This is an optimization exercise on Yosys and OpenROAD, whose aim is small area and a short achievable clock period, not a production implementation.
RTL that was checked went through simulation tests only; none was proved equivalent to the original.
Power and IR drop assume default switching activity.

== P ==
==> flow/design.v <==
`timescale 1ns / 1ps
module cla_carry #(
    parameter W = 32,
    parameter L = 5          
    ) (
    input wire [W-1:0] g,
    input wire [W-1:0] p,
    output wire c
    );
    wire [W-1:0] gk [0:L];   
    wire [W-1:0] pk [0:L];   
    assign gk[0] = g;
    assign pk[0] = p;
    genvar k, i;
    generate
        for (k = 1; k <= L; k = k + 1) begin : lvl
            for (i = 0; i < (W >> k); i = i + 1) begin : node
                assign gk[k][i] = gk[k-1][2*i+1] | (pk[k-1][2*i+1] & gk[k-1][2*i]);
                assign pk[k][i] = pk[k-1][2*i+1] & pk[k-1][2*i];
            end
            assign gk[k][W-1:(W >> k)] = {(W - (W >> k)){1'b0}};
            assign pk[k][W-1:(W >> k)] = {(W - (W >> k)){1'b0}};
        end
    endgenerate
    assign c = gk[L][0];
endmodule
`timescale 1ns / 1ps
module hft_fpga_low_latency(
    input wire core_clk,
    input wire reset,
    input wire cfg_we,
    input wire [1:0] cfg_addr,
    input wire [31:0] cfg_wdata,
    input wire [63:0] raw_market_data,
    input wire raw_valid,
    output wire [127:0] mg_tx_data,
    output wire mg_tx_valid
    );
    reg [31:0] threshold_n;      
    reg [31:0] risk_min_n;       
    reg [31:0] risk_max_n;       
    always @(posedge core_clk) begin
        if (reset) begin
            threshold_n <= ~32'd1000;
            risk_min_n <= ~32'd1000;
            risk_max_n <= ~32'd5000;
        end else if (cfg_we) begin
            case (cfg_addr)
                2'd0: threshold_n <= ~cfg_wdata;
                2'd1: risk_min_n <= ~cfg_wdata;
                2'd2: risk_max_n <= ~cfg_wdata;
                default: ;
            endcase
        end
    end
    wire [31:0] price = raw_market_data[31:0];
    wire below_threshold;    
    wire below_min;          
    wire above_max;          
    cla_carry #(.W(32), .L(5)) u_cmp_thr (
        .g(~(threshold_n | price)), .p(~(threshold_n & price)), .c(below_threshold));
    cla_carry #(.W(32), .L(5)) u_cmp_min (
        .g(~(risk_min_n | price)), .p(~(risk_min_n & price)), .c(below_min));
    cla_carry #(.W(32), .L(5)) u_cmp_max (
        .g(price & risk_max_n), .p(price | risk_max_n), .c(above_max));
    wire approve = raw_valid && (raw_market_data[63:56] == 8'h01) &&
                   below_threshold && !below_min && !above_max;
    reg [55:0] order_data;
    always @(posedge core_clk) begin
        order_data <= raw_market_data[55:0];
    end
    reg [31:0] order_seq;
    reg order_valid;
    wire [31:0] seq_ones_below;
    assign seq_ones_below[0] = 1'b1;
    genvar gi;
    generate
        for (gi = 1; gi < 32; gi = gi + 1) begin : g_ones
            assign seq_ones_below[gi] = &order_seq[gi-1:0];
        end
    endgenerate
    always @(posedge core_clk) begin
        if (reset)
            order_seq <= 32'd0;
        else
            order_seq <= order_seq ^ ({32{order_valid}} & seq_ones_below);
    end
    always @(posedge core_clk or posedge reset) begin
        if (reset)
            order_valid <= 1'b0;
        else
            order_valid <= approve;
    end
    assign mg_tx_data = {order_seq, 8'h01, order_data, 32'h0000_0000};
    assign mg_tx_valid = order_valid;
endmodule
==> flow/config.mk <==
export PLATFORM = sky130hd
export DESIGN_NAME = hft_fpga_low_latency
export DESIGN_NICKNAME = hft_fpga_low_latency
export VERILOG_FILES = /design/flow/design.v
export SDC_FILE = /design/flow/constraint.sdc
export NUM_CORES = 4
export LEC_CHECK = 0
export ABC_AREA = 1
export CAP_MARGIN = 20
export CORE_MARGIN = 2
export CORE_UTILIZATION = 55
export CTS_BUF_LIST = sky130_fd_sc_hd__clkbuf_4 sky130_fd_sc_hd__clkbuf_8
export SETUP_SLACK_MARGIN = 2.2
export SLEW_MARGIN = 20
==> flow/constraint.sdc <==
create_clock -name core_clock -period 4.0 [get_ports {core_clk}]
set_input_delay 0.8000 -clock core_clock [delete_from_list [all_inputs] [get_ports {core_clk}]]
set_output_delay 0.8000 -clock core_clock [all_outputs]
set_load 0.01 [all_outputs]
standard.sh (not shown) runs the stock make flow with config.mk's settings and CLKGATE_MAP_FILE= SYNTH_SCRIPT=/design/flow/synth_recipe.tcl, a recipe that flattens the netlist after the stock synthesis.
==> flow/flow/run.sh <==
#!/bin/bash
set -euo pipefail
cts_bufs=$(sed -n 's/^export CTS_BUF_LIST *= *//p' config.mk)
bash standard.sh synth > synth.log 2>&1
bash standard.sh finish \
  BUFFER_PORTS_ARGS="-buffer_cell sky130_fd_sc_hd__buf_1" \
  SKIP_REPAIR_TIE_FANOUT=1 \
  CTS_ARGS="-sink_clustering_enable -repair_clock_nets -dont_use_dummy_load -buf_list {$cts_bufs}" \
  > layout.log 2>&1
### P -> Q
diff --git a/flow/design.v b/flow/design.v
--- a/flow/design.v
+++ b/flow/design.v
@@ -72,4 +72,5 @@
     reg [31:0] order_seq;
     reg order_valid;
+    reg order_count;
     wire [31:0] seq_ones_below;
     assign seq_ones_below[0] = 1'b1;
@@ -81,8 +82,11 @@
     endgenerate
     always @(posedge core_clk) begin
-        if (reset)
+        if (reset) begin
             order_seq <= 32'd0;
-        else
-            order_seq <= order_seq ^ ({32{order_valid}} & seq_ones_below);
+            order_count <= 1'b0;
+        end else begin
+            order_seq <= order_seq ^ ({32{order_count}} & seq_ones_below);
+            order_count <= approve;
+        end
     end
     always @(posedge core_clk or posedge reset) begin
[summary]
Between Q and P, the final total power does not differ in any meaningful way. Compared with P, in Q total track usage moved down, synthesized-area fraction occupied by adder cells barely changed, total detailed-routing wirelength went down 2.1%. Higher utilization after layout goes to P over Q. Comparing Q and P, depth of the worst register-to-register path is lower on Q. Non-clock buffer count: higher on P. Design area was lower in the run labelled Q.
Testbench counts of Q, summed over its fixed seeds: latency cycles 3,243, orders 3,243.
No functional check of the RTL was part of P.

========
// hft_fpga_low_latency: RTL as listed in full above, without the edits since
clock: 4.0 ns
lec_check: 0
abc_area: 1
cap_margin: 20
core_margin: 2
core_utilization: 40
cts_buf_list: sky130_fd_sc_hd__clkbuf_4 sky130_fd_sc_hd__clkbuf_8
setup_slack_margin: 2.18
slew_margin: 20
Scripts as last shown in full above: flow/flow/run.sh
==> next run, changes <==
--- a/flow/design.v
+++ b/flow/design.v
@@ -37,23 +37,22 @@
     output wire mg_tx_valid
     );
     reg [31:0] threshold_n;      
     reg [31:0] risk_min_n;       
     reg [31:0] risk_max_n;       
+    wire wr_threshold = reset | (cfg_we & (cfg_addr == 2'd0));
+    wire wr_risk_min = reset | (cfg_we & (cfg_addr == 2'd1));
+    wire wr_risk_max = reset | (cfg_we & (cfg_addr == 2'd2));
+    wire [31:0] wdata_1000_n = reset ? ~32'd1000 : ~cfg_wdata;
+    wire [31:0] wdata_5000_n = reset ? ~32'd5000 : ~cfg_wdata;
     always @(posedge core_clk) begin
-        if (reset) begin
-            threshold_n <= ~32'd1000;
-            risk_min_n <= ~32'd1000;
-            risk_max_n <= ~32'd5000;
-        end else if (cfg_we) begin
-            case (cfg_addr)
-                2'd0: threshold_n <= ~cfg_wdata;
-                2'd1: risk_min_n <= ~cfg_wdata;
-                2'd2: risk_max_n <= ~cfg_wdata;
-                default: ;
-            endcase
-        end
+        if (wr_threshold)
+            threshold_n <= wdata_1000_n;
+        if (wr_risk_min)
+            risk_min_n <= wdata_1000_n;
+        if (wr_risk_max)
+            risk_max_n <= wdata_5000_n;
     end
     wire [31:0] price = raw_market_data[31:0];
     wire below_threshold;    
     wire below_min;          
     wire above_max;          
@@ -69,23 +68,38 @@
     always @(posedge core_clk) begin
         order_data <= raw_market_data[55:0];
     end
     reg [31:0] order_seq;
     reg order_valid;
-    wire [31:0] seq_ones_below;
-    assign seq_ones_below[0] = 1'b1;
-    genvar gi;
+    reg order_count;
+    wire [7:0] seq_group_ones;   
+    wire [7:0] seq_group_carry;  
+    wire [31:0] seq_toggle;
+    genvar gk;
     generate
-        for (gi = 1; gi < 32; gi = gi + 1) begin : g_ones
-            assign seq_ones_below[gi] = &order_seq[gi-1:0];
+        for (gk = 0; gk < 8; gk = gk + 1) begin : g_seq
+            wire [3:0] s = order_seq[4*gk+3:4*gk];
+            assign seq_group_ones[gk] = &s;
+            if (gk == 0) begin : g_first
+                assign seq_group_carry[gk] = order_count;
+            end else begin : g_next
+                assign seq_group_carry[gk] = order_count & (&seq_group_ones[gk-1:0]);
+            end
+            assign seq_toggle[4*gk]   = seq_group_carry[gk];
+            assign seq_toggle[4*gk+1] = seq_group_carry[gk] & s[0];
+            assign seq_toggle[4*gk+2] = seq_group_carry[gk] & s[0] & s[1];
+            assign seq_toggle[4*gk+3] = seq_group_carry[gk] & s[0] & s[1] & s[2];
         end
     endgenerate
     always @(posedge core_clk) begin
-        if (reset)
+        if (reset) begin
             order_seq <= 32'd0;
-        else
-            order_seq <= order_seq ^ ({32{order_valid}} & seq_ones_below);
+            order_count <= 1'b0;
+        end else begin
+            order_seq <= order_seq ^ seq_toggle;
+            order_count <= approve;
+        end
     end
     always @(posedge core_clk or posedge reset) begin
         if (reset)
             order_valid <= 1'b0;
         else
After rerunning: Total power goes up by about 8%. Synthesized cell count came out lower by 21%. Cell area rises by about 3.2%. Register-to-register slack got worse by 0.29 ns. Die area is about the same. Fmax went down by 7.2%. Clock-buffer cell count stays the same. Worst setup slack degrades by 0.14 ns. Wire length is lower by 9.8%. Sequential power is higher by 12%. Clock skew rose by 0.012 ns.
No functional check of the RTL was part of any run of this note.

static timing again, ports no longer ideal:
The results above use ideal ports. As a check the final layouts listed here were re-extracted and re-timed, cells and wires unchanged. Step 1 sets driving cells, clkbuf_16 on the clock port and buf_2 on the other inputs (assumed; they add their load-dependent delay and slew). Step 2 adds t to the input delays and takes it off the output delays; t is the mean of the earliest and latest rising clock arrival at the registers after step 1. Input paths then give back, and output paths get back, about the clock's delay inside the block. Three values: ideal ports, drivers, drivers and shift; two values: the first two.
run	t (ns)	slack for setup (ns)	worst setup path after step 2
P	0.479	2.151 / 2.113 / 1.808	input to register
Q	0.479	2.246 / 2.209 / 1.864	input to register
the first run of note 2	0.478	2.195 / 2.159 / 1.764	input to register
the second run of note 2	0.480	2.055 / 2.019 / 1.788	input to register
After both steps setup and hold are still met in every run listed. For the first run of note 2, which loses most, drivers alone change the setup slack by -0.036 ns; drivers and shift together by -0.431 ns.
